Background: an optimization exercise with open tools, aiming at small area and a short achievable clock period. Do not read the settings as production practice.
Power is estimated from default activity; no workload was simulated.

==> run a <==
## FP32Multi
module FP32Multi
(
    input         clk,
    input         input_valid,
    input [31:0]  x1,
    input [31:0]  x2,
    output [31:0] y,
    output reg    out_valid
);
Settings: LEC_CHECK=0, CAP_MARGIN=20, CORE_MARGIN=2, CORE_UTILIZATION=60, PLACE_DENSITY=0.72, SETUP_SLACK_MARGIN=5, SLEW_MARGIN=20, SYNTH_HIERARCHICAL=1; clock period 8.5 ns.
standard.sh (not shown) runs the stock make flow with config.mk's settings and CLKGATE_MAP_FILE= SYNTH_SCRIPT=/design/flow/synth_recipe.tcl, a recipe that flattens the netlist after the stock synthesis.
==> flow/flow/run.sh <==
#!/bin/bash
# Layout flow: the standard ORFS flow, with synthesis mapped by the ABC
# script in flow/abc.script (no ABC-side buffering/sizing; OpenROAD sizes
# the gates after placement) at a tighter ABC delay target.
set -euo pipefail
HERE=$(pwd)
ABC_D=${ABC_D:-$(cat flow/abc_d.txt 2>/dev/null || echo 3300)}
{
  cat <<'EOT'
proc abc {args} {
  set new {}
  set skip 0
  foreach a $args {
    if {$skip} { set skip 0; continue }
    if {$a eq "-script"} { lappend new -script $::env(MY_ABC_SCRIPT); set skip 1; continue }
    if {$a eq "-D"} { lappend new -D $::env(MY_ABC_D); set skip 1; continue }
    lappend new $a
  }
  puts "flow abc: $new"
  yosys abc {*}$new
}
EOT
  cat synth_recipe.tcl
} > my_synth.tcl
export MY_ABC_SCRIPT=$HERE/flow/abc.script
export MY_ABC_D=$ABC_D
sed "s#SYNTH_SCRIPT=[^ ]*#SYNTH_SCRIPT=$HERE/my_synth.tcl#" standard.sh > my_standard.sh
bash my_standard.sh > flow_make.log 2>&1
==> flow/flow/abc.script <==
&get -n
&st
&dch
&nf -R 1000
&put
topo
stime -c
==> run b (differences from run a) <==
--- a/flow/design.v
+++ b/flow/design.v
@@ -469,92 +469,51 @@
     assign w[20] = sh[0] ? l4_21 : l4_20;
     assign w[21] = sh[0] ? l4_22 : l4_21;
     assign w[22] = sh[0] ? l4_23 : l4_22;
     assign w[23] = sh[0] ? l4_24 : l4_23;
     assign w[24] = sh[0] ? l4_25 : l4_24;
 endmodule
-module FP32Mul_lzc (input [22:0] f, output [4:0] lz);
-    wire v0_0 = 1'b0 | f[22];
-    wire v0_1 = f[21] | f[20];
-    wire v0_2 = f[19] | f[18];
-    wire v0_3 = f[17] | f[16];
-    wire v0_4 = f[15] | f[14];
-    wire v0_5 = f[13] | f[12];
-    wire v0_6 = f[11] | f[10];
-    wire v0_7 = f[9] | f[8];
-    wire v0_8 = f[7] | f[6];
-    wire v0_9 = f[5] | f[4];
-    wire v0_10 = f[3] | f[2];
-    wire v0_11 = f[1] | f[0];
-    wire v0_12 = 1'b1 | 1'b1;
-    wire v0_13 = 1'b1 | 1'b1;
-    wire v0_14 = 1'b1 | 1'b1;
-    wire v0_15 = 1'b1 | 1'b1;
-    wire v1_0 = v0_0 | v0_1;
-    wire q1_0_0 = v0_0 ? ~1'b0 : ~f[21];
-    wire v1_1 = v0_2 | v0_3;
-    wire q1_1_0 = v0_2 ? ~f[19] : ~f[17];
-    wire v1_2 = v0_4 | v0_5;
-    wire q1_2_0 = v0_4 ? ~f[15] : ~f[13];
-    wire v1_3 = v0_6 | v0_7;
-    wire q1_3_0 = v0_6 ? ~f[11] : ~f[9];
-    wire v1_4 = v0_8 | v0_9;
-    wire q1_4_0 = v0_8 ? ~f[7] : ~f[5];
-    wire v1_5 = v0_10 | v0_11;
-    wire q1_5_0 = v0_10 ? ~f[3] : ~f[1];
-    wire v1_6 = v0_12 | v0_13;
-    wire q1_6_0 = v0_12 ? ~1'b1 : ~1'b1;
-    wire v1_7 = v0_14 | v0_15;
-    wire q1_7_0 = v0_14 ? ~1'b1 : ~1'b1;
-    wire v2_0 = v1_0 | v1_1;
-    wire q2_0_0 = v1_0 ? ~v0_0 : ~v0_2;
-    wire q2_0_1 = v1_0 ? q1_0_0 : q1_1_0;
-    wire v2_1 = v1_2 | v1_3;
-    wire q2_1_0 = v1_2 ? ~v0_4 : ~v0_6;
-    wire q2_1_1 = v1_2 ? q1_2_0 : q1_3_0;
-    wire v2_2 = v1_4 | v1_5;
-    wire q2_2_0 = v1_4 ? ~v0_8 : ~v0_10;
-    wire q2_2_1 = v1_4 ? q1_4_0 : q1_5_0;
-    wire v2_3 = v1_6 | v1_7;
-    wire q2_3_0 = v1_6 ? ~v0_12 : ~v0_14;
-    wire q2_3_1 = v1_6 ? q1_6_0 : q1_7_0;
-    wire v3_0 = v2_0 | v2_1;
-    wire q3_0_0 = v2_0 ? ~v1_0 : ~v1_2;
-    wire q3_0_1 = v2_0 ? q2_0_0 : q2_1_0;
-    wire q3_0_2 = v2_0 ? q2_0_1 : q2_1_1;
-    wire v3_1 = v2_2 | v2_3;
-    wire q3_1_0 = v2_2 ? ~v1_4 : ~v1_6;
-    wire q3_1_1 = v2_2 ? q2_2_0 : q2_3_0;
-    wire q3_1_2 = v2_2 ? q2_2_1 : q2_3_1;
-    wire v4_0 = v3_0 | v3_1;
-    assign lz[4] = ~v3_0;
-    assign lz[3] = v3_0 ? ~v2_0 : ~v2_2;
-    assign lz[2] = v3_0 ? q3_0_0 : q3_1_0;
-    assign lz[1] = v3_0 ? q3_0_1 : q3_1_1;
-    assign lz[0] = v3_0 ? q3_0_2 : q3_1_2;
-endmodule
 module FP32Multi
 (
     input         clk,
     input         input_valid,
     input [31:0]  x1,
     input [31:0]  x2,
     output [31:0] y,
     output reg    out_valid
 );
+function [4:0] lzc24;
+    input [23:0] m;
+    reg [31:0] t32;
+    reg [15:0] t16;
+    reg [7:0]  t8;
+    reg [3:0]  t4;
+    reg [1:0]  t2;
+    reg z16, z8, z4, z2, z1;
+    begin
+        t32 = {m, 8'hff};
+        z16 = ~|t32[31:16];
+        t16 = z16 ? t32[15:0] : t32[31:16];
+        z8  = ~|t16[15:8];
+        t8  = z8 ? t16[7:0] : t16[15:8];
+        z4  = ~|t8[7:4];
+        t4  = z4 ? t8[3:0] : t8[7:4];
+        z2  = ~|t4[3:2];
+        t2  = z2 ? t4[1:0] : t4[3:2];
+        z1  = ~t2[1];
+        lzc24 = {z16, z8, z4, z2, z1};
+    end
+endfunction
 wire [7:0]  e1 = x1[30:23];
 wire [7:0]  e2 = x2[30:23];
 wire        nz1 = |e1;
 wire        nz2 = |e2;
 wire        inf_0  = (&e1) | (&e2);
 wire        zero_0 = ~(|x1[30:0]) | ~(|x2[30:0]);
 wire [8:0]  esum_0 = {1'b0, e1[7:1], e1[0] | ~nz1} + {1'b0, e2[7:1], e2[0] | ~nz2};
-wire [4:0]  lzf1, lzf2;
-FP32Mul_lzc u_lzc1 (.f(x1[22:0]), .lz(lzf1));
-FP32Mul_lzc u_lzc2 (.f(x2[22:0]), .lz(lzf2));
-wire [4:0]  lz_0 = (lzf1 & {5{~nz1}}) | (lzf2 & {5{~nz2}});
+wire [4:0]  lz_0 = (lzc24({1'b0, x1[22:0]}) & {5{~nz1}}) | (lzc24({1'b0, x2[22:0]}) & {5{~nz2}});
 wire [24:0] bm = {nz2, x2[22:0], 1'b0};
 wire [11:0] one_0, two_0, neg_0;
 genvar gi;
 generate for (gi = 0; gi < 12; gi = gi + 1) begin : g_booth
     assign one_0[gi] = bm[2*gi+1] ^ bm[2*gi];
     assign two_0[gi] = (bm[2*gi+2] & ~bm[2*gi+1] & ~bm[2*gi]) | (~bm[2*gi+2] & bm[2*gi+1] & bm[2*gi]);
==> flow/flow/abc.script (replaced) <==
&get -n
&st
&dch
&nf
&st
&syn2
&if -g -K 6
&synch2
&nf
&st
&syn2
&if -g -K 6
&synch2
&nf
&st
&syn2
&if -g -K 6
&synch2
&nf
&put
topo
stime -c
==> flow/config.mk (replaced) <==
export PLATFORM = sky130hd
export DESIGN_NAME = FP32Multi
export DESIGN_NICKNAME = FP32Multi
export VERILOG_FILES = /design/flow/design.v
export SDC_FILE = /design/flow/constraint.sdc
export NUM_CORES = 4
export LEC_CHECK = 0
export CAP_MARGIN = 20
export CORE_MARGIN = 2
export CORE_UTILIZATION = 40
export SETUP_SLACK_MARGIN = 5
export SLEW_MARGIN = 20
export SYNTH_HIERARCHICAL = 1
export TNS_END_PERCENT = 0
==> summary.txt <==
GRT Total Usage: run b 0.2489; run a 0.3587
Post-synthesis instance total: run b 2189; run a 2227
Internal power component: run b 6.523 mW; run a 6.385 mW
Maximum clock skew at final layout: run b 0.03780 ns; run a 0.01600 ns
Power per standard cell area: run b 450.8 mW/mm^2; run a 440.6 mW/mm^2
Core Footprint: run b 0.05650 sq mm; run a 0.03643 sq mm
Worst-path maximum fanout: run b 4; run a 5
Clock group total power: run b 1.52 mW; run a 1.18 mW
Router iterations before antenna repair: run b 7; run a 10
Share of cells above drive strength 1: run b 0.08436; run a 0.1565
Depth of the critical timing path with buffers and inverters included: run b 17; run a 24
Post-cts gate resize count: run b 32; run a 139
Normalized max-slew margin: run b 0.2954; run a 0.4495
Total number of vias: run b 19022; run a 19774
Result of the run: run b complete, no violations; run a complete, no violations
Function was not checked in any run of this note: the RTL went through the layout flow alone.

==> afterwards: timing with drivers on the ports <==
Ports are ideal in the flow. The routed layouts listed here were re-timed in OpenROAD.
Step 1: set_driving_cell puts a clkbuf_16 on clk and a buf_2 on each other input, an assumption about the parent block.
Step 2 also shifts input and output timing later by t, the mid clock arrival at the registers, as if the neighbouring blocks saw the same clock.
Three values: ideal ports, drivers, drivers and shift; two values: the first two.
| run | shift t [ns] | slack for setup (ns) | worst setup path after step 2 | latest minus earliest clock arrival (ns) | worst slew at a driven data input, ns |
|---|---|---|---|---|---|
| run a | 0.618 | 4.466 / 4.466 / 4.466 | register to register | 0.017 / 0.016 | 0.04 |
| run b | 0.607 | 4.422 / 4.422 / 3.959 | input to register | 0.038 / 0.037 | 0.04 |
After both steps setup and hold are still met in every run listed. The setup slack of run b, which loses most, moves by 0.000 ns with the drivers and by -0.463 ns with both steps.
